This design comes from an exercise in tuning for small area on the open sky130 flow, not from production work.
In this exercise RTL edits were held to simulation tests only and were not proved equivalent to the original.
Power is estimated from default activity; no workload was simulated.

==> design.v <==
module decoder (
    input  logic [31:0] instr,
    output logic [4:0]  rs1,
    output logic [4:0]  rs2,
    output logic [4:0]  rd,
    output logic [31:0] imm,
    output logic        reg_write,    
    output logic        alu_src_imm,   
    output logic [3:0]  alu_op         
);
    logic [6:0] opcode;
    logic [2:0] funct3;
    logic [6:0] funct7;
    assign opcode = instr[6:0];
    assign rd     = instr[11:7];
    assign funct3 = instr[14:12];
    assign rs1    = instr[19:15];
    assign rs2    = instr[24:20];
    assign funct7 = instr[31:25];
    localparam logic [3:0]
        ALU_ADD  = 4'h0,
        ALU_SUB  = 4'h1,
        ALU_AND  = 4'h2,
        ALU_OR   = 4'h3,
        ALU_XOR  = 4'h4,
        ALU_SLL  = 4'h5,
        ALU_SRL  = 4'h6,
        ALU_SRA  = 4'h7,
        ALU_SLT  = 4'h8,
        ALU_SLTU = 4'h9;
    always_comb begin
        imm        = 32'd0;
        reg_write  = 1'b0;
        alu_src_imm= 1'b0;
        alu_op     = ALU_ADD;
        unique case (opcode)
            7'b0110011: begin
                reg_write   = 1'b1;
                alu_src_imm = 1'b0;
                unique case (funct3)
                    3'b000: alu_op = (funct7 == 7'b0100000) ? ALU_SUB : ALU_ADD;  
                    3'b111: alu_op = ALU_AND;
                    3'b110: alu_op = ALU_OR;
                    3'b100: alu_op = ALU_XOR;
                    3'b001: alu_op = ALU_SLL;
                    3'b101: alu_op = (funct7 == 7'b0100000) ? ALU_SRA : ALU_SRL;  
                    3'b010: alu_op = ALU_SLT;
                    3'b011: alu_op = ALU_SLTU;
                    default: alu_op = ALU_ADD;
                endcase
            end
            7'b0010011: begin
                reg_write   = 1'b1;
                alu_src_imm = 1'b1;
                imm = {{20{instr[31]}}, instr[31:20]};
                unique case (funct3)
                    3'b000: alu_op = ALU_ADD;    
                    3'b111: alu_op = ALU_AND;    
                    3'b110: alu_op = ALU_OR;     
                    3'b100: alu_op = ALU_XOR;    
                    3'b010: alu_op = ALU_SLT;    
                    3'b011: alu_op = ALU_SLTU;   
                    3'b001: begin                
                        alu_op = ALU_SLL;
                        imm    = {27'd0, instr[24:20]};  
                    end
                    3'b101: begin
                        alu_op = (funct7 == 7'b0100000) ? ALU_SRA : ALU_SRL;  
                        imm    = {27'd0, instr[24:20]};  
                    end
                    default: alu_op = ALU_ADD;
                endcase
            end
            default: begin
                reg_write   = 1'b0;
                alu_src_imm = 1'b0;
                alu_op      = ALU_ADD;
                imm         = 32'd0;
            end
        endcase
    end
endmodule
module regfile (
    input  logic        clk,
    input  logic        write_enable,             
    input  logic [4:0]  read_register1,                      
    input  logic [4:0]  read_register2,                      
    input  logic [4:0]  write_register,           
    input  logic [31:0] write_data,                       
    output logic [31:0] read_data1,                 
    output logic [31:0] read_data2                  
);
    logic [31:0] regs [31:0];
    assign read_data1 = (read_register1 == 0) ? 32'b0 : regs[read_register1];
    assign read_data2 = (read_register2 == 0) ? 32'b0 : regs[read_register2];
    always_ff @(posedge clk) begin
        if (write_enable && (write_register != 0)) begin
            regs[write_register] <= write_data;
        end
    end
endmodule
module alu (
    input  logic [31:0] a,
    input  logic [31:0] b,
    input  logic [3:0]  alu_op,
    output logic [31:0] result,
    output logic        zero
);
    localparam logic [3:0]
        ALU_ADD  = 4'h0,
        ALU_SUB  = 4'h1,
        ALU_AND  = 4'h2,
        ALU_OR   = 4'h3,
        ALU_XOR  = 4'h4,
        ALU_SLL  = 4'h5,
        ALU_SRL  = 4'h6,
        ALU_SRA  = 4'h7,
        ALU_SLT  = 4'h8,
        ALU_SLTU = 4'h9;
    logic signed [31:0] as, bs;
    always_comb begin
        as = a;
        bs = b;
        case (alu_op)
            ALU_ADD:  result = a + b;
            ALU_SUB:  result = a - b;
            ALU_AND:  result = a & b;
            ALU_OR:   result = a | b;
            ALU_XOR:  result = a ^ b;
            ALU_SLL:  result = a << b[4:0];
            ALU_SRL:  result = a >> b[4:0];
            ALU_SRA:  result = as >>> b[4:0];
            ALU_SLT:  result = (as < bs) ? 32'd1 : 32'd0;
            ALU_SLTU: result = (a  < b ) ? 32'd1 : 32'd0;
            default:  result = 32'd0;
        endcase
    end
    assign zero = (result == 32'd0);
endmodule
module core (
    input  logic        clk,
    input  logic        rst,       
    input  logic [31:0] instr,     
    output logic [4:0]  dbg_rs1,
    output logic [4:0]  dbg_rs2,
    output logic [4:0]  dbg_rd,
    output logic [31:0] dbg_imm,
    output logic [3:0]  dbg_alu_op,
    output logic        dbg_reg_write,
    output logic        dbg_alu_src_imm,
    output logic [31:0] dbg_rs1_data,
    output logic [31:0] dbg_rs2_data,
    output logic [31:0] dbg_alu_b,
    output logic [31:0] dbg_alu_result
);
    logic [4:0]  rs1, rs2, rd;
    logic [31:0] imm;
    logic        reg_write;
    logic        alu_src_imm;
    logic [3:0]  alu_op;
    decoder u_dec (
        .instr(instr),
        .rs1(rs1),
        .rs2(rs2),
        .rd(rd),
        .imm(imm),
        .reg_write(reg_write),
        .alu_src_imm(alu_src_imm),
        .alu_op(alu_op)
    );
    logic [31:0] rs1_data, rs2_data;
    logic [31:0] wd;
    logic        we;
    assign wd = dbg_alu_result;
    assign we = reg_write;
    regfile u_rf (
        .clk(clk),
        .write_enable(we),
        .read_register1(rs1),
        .read_register2(rs2),
        .write_register(rd),
        .write_data(wd),
        .read_data1(rs1_data),
        .read_data2(rs2_data)
    );
    logic [31:0] alu_b;
    assign alu_b = (alu_src_imm) ? imm : rs2_data;
    logic [31:0] alu_result;
    logic        alu_zero;
    alu u_alu (
        .a(rs1_data),
        .b(alu_b),
        .alu_op(alu_op),
        .result(alu_result),
        .zero(alu_zero)
    );
    assign dbg_rs1        = rs1;
    assign dbg_rs2        = rs2;
    assign dbg_rd         = rd;
    assign dbg_imm        = imm;
    assign dbg_alu_op     = alu_op;
    assign dbg_reg_write  = reg_write;
    assign dbg_alu_src_imm= alu_src_imm;
    assign dbg_rs1_data   = rs1_data;
    assign dbg_rs2_data   = rs2_data;
    assign dbg_alu_b      = alu_b;
    assign dbg_alu_result = alu_result;
endmodule
==> run.sh <==
#!/bin/bash
# synth_recipe.tcl (not shown) runs the flow's synth.tcl, then flattens the netlist and writes it again
# the make line also repeats each setting of config.mk as NAME=value (left out here)
make -C /OpenROAD-flow-scripts/flow DESIGN_CONFIG=/design/flow/config.mk WORK_HOME=/design/flow/orfs CLKGATE_MAP_FILE= SYNTH_SCRIPT=/design/flow/synth_recipe.tcl finish
==> config.mk <==
export PLATFORM = sky130hd
export DESIGN_NAME = core
export DESIGN_NICKNAME = core
export VERILOG_FILES = /design/flow/design.v
export SDC_FILE = /design/flow/constraint.sdc
export NUM_CORES = 4
export LEC_CHECK = 0
export CAP_MARGIN = 20
export CORE_MARGIN = 2
export CORE_UTILIZATION = 55
export SETUP_SLACK_MARGIN = 0.3
export SLEW_MARGIN = 20
==> constraint.sdc <==
create_clock -name core_clock -period 11.0 [get_ports {clk}]
set_input_delay 2.2000 -clock core_clock [delete_from_list [all_inputs] [get_ports {clk}]]
set_output_delay 2.2000 -clock core_clock [all_outputs]
set_load 0.01 [all_outputs]
==> run notes <==
## worst paths after layout
path / startpoint / endpoint / slack (ns) / cells past startpoint
worst max-delay path: instr[16] / dbg_alu_result[25] / 0.33 / 26
worst min-delay path: u_rf.regs[23][3] / u_rf.regs[24][3] / 1.78 / 10
worst max register to register: u_rf.regs[23][8] / u_rf.regs[4][25] / 4.82 / 19
worst min register to register: u_rf.regs[23][3] / u_rf.regs[24][3] / 1.78 / 10
## cells in the mapped netlist (44+ instances only)
| cell type | number | area share |
|---|---|---|
| a21oi_1 | 205 | 0.018 |
| buf_2 | 69 | 0.0061 |
| buf_4 | 52 | 0.0069 |
| clkbuf_1 | 136 | 0.0090 |
| edfxtp_1 | 1024 | 0.54 |
| ha_1 | 96 | 0.021 |
| inv_1 | 98 | 0.0065 |
| mux2i_1 | 181 | 0.032 |
| mux4_2 | 571 | 0.23 |
| nand2_1 | 243 | 0.016 |
| nor2_1 | 232 | 0.015 |
| o211ai_1 | 44 | 0.0058 |
| o21ai_0 | 109 | 0.0096 |
## power groups by stage
stage / registers (mW) / logic, mW / clock network (mW)
floorplan: 5.01 / 1.58 / 0
global placement: 4.98 / 3.07 / 0
detailed placement: 4.99 / 3.14 / 0
CTS: 4.91 / 3.19 / 3.42
global route: 4.91 / 3.45 / 3.58
finish: 4.91 / 3.34 / 3.46
## worst register-to-register path, cell delays in order (launching register included)
cell and delay, ns:
edfxtp_1 0.54, mux4_2 0.65, mux4_2 0.56, a22o_1 0.50, ha_1 0.47, and3_1 0.26, nand2_1 0.11, a21oi_1 0.10
or3_1 0.41, a31oi_2 0.28, a21oi_1 0.10, buf_4 0.17, or2_2 0.32, a41o_1 0.26, a22oi_1 0.21, xnor2_1 0.13
buf_4 0.15, a211o_1 0.32, buf_12 0.16, buf_4 0.22
## routing by layer
layer | up-vias | wire length (um) | track usage
met5 | - | 90 | 0
met4 | 14 | 20780 | 0.2929
met3 | 1141 | 37690 | 0.1471
met2 | 4805 | 109100 | 0.6911
met1 | 21760 | 78860 | 0.5774
li1 | 16120 | - | -
## cells in the final DEF (no fill, tap or decap), types with 19 or more instances in the layout
cell | netlist | layout
buf_4 | 52 | 406
ha_1 | 96 | 96
clkinv_2 | 0 | 19
edfxtp_1 | 1024 | 1024
clkdlybuf4s50_1 | 0 | 204
nand3_1 | 35 | 35
nor2_4 | 0 | 31
a211oi_1 | 22 | 22
xnor2_1 | 21 | 20
a21oi_1 | 205 | 198
clkbuf_16 | 0 | 103
a22oi_1 | 31 | 31
clkinv_1 | 4 | 23
buf_12 | 0 | 39
mux2i_1 | 181 | 180
inv_1 | 98 | 94
nand2_1 | 243 | 242
mux2_2 | 35 | 35
o21ai_0 | 109 | 106
conb_1 | 1 | 32
clkbuf_1 | 136 | 20
nor3_1 | 34 | 33
o211ai_1 | 44 | 44
mux4_2 | 571 | 571
o22ai_1 | 35 | 33
nor2_1 | 232 | 196
## kinds of logic (layout without fill, tap and decap cells)
kind of cell,Yosys count,after routing,synth area share
AOI/OAI and AO/OA,676,676,0.07844
buffers and inverters,421,955,0.03543
other,1,42,0.00006603
and+or+nand+nor,675,675,0.05303
adders and majority gates,98,98,0.02186
xor gates and xnor gates,27,27,0.004164
muxes,788,788,0.2655
DFF,1024,1024,0.5415
## final cells by class
cell class | instances | area, um^2 | area share
tap | 1368 | 1712 | 0.02556
antenna | 10 | 25.02 | 0.0003737
timing repair buffer | 666 | 6196 | 0.09253
clock buffer | 122 | 2628 | 0.03924
inverter | 106 | 409.1 | 0.006110
sequential | 1024 | 30750 | 0.4592
clock inverter | 61 | 598.1 | 0.008931
multi-input combinational | 2296 | 24650 | 0.3681
## timing repair
action                                  4_1_cts  5_1_grt
gates resized for setup                      19       21
gates cloned                                  2        1
pin swaps                                     1        2
buffers inserted                              1       25
endpoints found under the setup margin       12       17
## stage by stage
step	util	hold slack [ns]	setup WS [ns]	total power, mW
after floorplan	-	1.850	0.3369	6.587
after global placement	0.6190	1.735	0.06595	8.055
after detailed placement	0.6190	1.759	0.1221	8.132
after CTS	0.6521	1.777	0.2730	11.52
after global routing	0.6561	1.880	0.2131	11.94
final	0.6563	1.783	0.3289	11.72
==> run notes <==
Status - timing/DRC/antenna clean
DR WL/cell - 43.61 um
RD Place Congestion - 1.044
Post-CTS Hold Fix Bufs - 0
Logic pwr share - 0.285
CTS tree - done
Top flop regs - u_rf.regs (1024)
Total negative slack - 0 ns
CTS H-tree lvls - 3
Nets - 4,325
PortBufs - 213
Top Ports - 215
Int Pwr - 7.956 mW
Sequential Power Share - 0.419
First-pass GRT wire length - 336.4 mm
Initial antenna violation count - 14
Die ar. - 105,800 um^2
Chip Height - 325.3 um
DRC violations left - 0
Setup-failing EPs final - 0
Worst slew margin - 0.2472
Number of synthesized flops with an enable pin - 1,024
CP max FO - 40
Setup Crit Path Kind - input pin to output pin
Switching Fraction - 0.3209
Layout cells sized above 1 - 0.3104
Pwr dens - 175.0 nW/um^2
CP endpoint kind - output pin
Seq/Total Area, Yosys - 0.5415
# fillers - 6,856
Area after DPL - 63,160 um^2
TritonRoute pass-1 iters - 8
Crit path DAT - 8.47 ns
Iter 0 DRT Violations - 8,140
Main synth FF type - edfxtp_1
Slew at the pin closest to its max-slew limit - 1.129 ns
TritonCTS Sinks - 1,024
Cell Rows - 117
Final setup skew - 0.04300 ns
Slew Limit Fails - 0
CP Launch Type - input pin
Detailed Route WL - 246.5 mm
Mean post-synth cell area - 15.31 um^2
Hpwl dp - 153.5 mm
Maximum clock rate - 0.09371 GHz
Fin. Hold Viols - 0
Post-route antenna net violation count - 0
Area grow syn2layout - 17.92%
RSZ-0062 raised after global routing - yes
Slowest stage delay, CP - 0.51 ns
Critical Path RT - 8.80 ns
Non-Filler Instances - 5,653
Distinct cell type count after synthesis - 96
GRT overflow - 0
Pin count of the biggest net entering global routing - 76
Asr flop ratio synth - 0
CTS clk-pin slew, worst paths - 0.06 ns
Maximum vdd drop - 0.2263 mV
Core area - 102,000 um^2
Synth Warn # - 3
Max-cap viol count - 0
Mapped Cells - 3,710
Critical-path top delay cell - clkdlybuf4s50_1
Hold Crit Class - flip-flop to flip-flop
Most frequent CP cell - buf_4
Period Utilization, post-route - 0.9701
Initial Util - 0.5566
Total CTS buffers - 99
Post-Place Cells - 5,430
Clk network pwr share - 0.295
Vias - 43,850
Largest Register - u_rf.regs
Insertion delay to the later sink of the worst-skew pair - 0.70 ns
Final instance area - 66,960 um^2
Max reg flops - 1,024
Mapped Area - 56,790 um^2
Max Buffers Root-to-Sink - 3
CP top delay family - buffers and inverters
CTS Root Cell - clkbuf_16
Clock period minus final worst setup slack - 10.67 ns
Worst path buffer plus inverter count - 11
#FFs+latches synth - 1,024
Vias in the first global route - 42,940
Leakage - 22.93 nW
Sw power - 3.760 mW
Tot GR Track Use - 0.4588
Die X - 325.3 um
Routed vias/inst - 7.756

-- re-timing with driven ports --
The results above use ideal ports. As a check the final layout listed here was re-extracted and re-timed, cells and wires unchanged. Step 1 sets driving cells, clkbuf_16 on the clock port and buf_2 on the other inputs (assumed; they add their load-dependent delay and slew). Step 2 adds t to the input delays and takes it off the output delays; t is the mean of the earliest and latest rising clock arrival at the registers after step 1. Input paths then give back, and output paths get back, about the clock's delay inside the block. Three values: no drivers, after step 1, after step 2; two values: the first two.
t, ns: 0.758
setup slack, ns: 0.329 / 0.143 / 0.143
latest minus earliest clock arrival (ns): 0.043 / 0.043
After both steps setup and hold are still met in this run. The setup slack of this run moves by -0.186 ns with the drivers and by -0.186 ns with both steps.
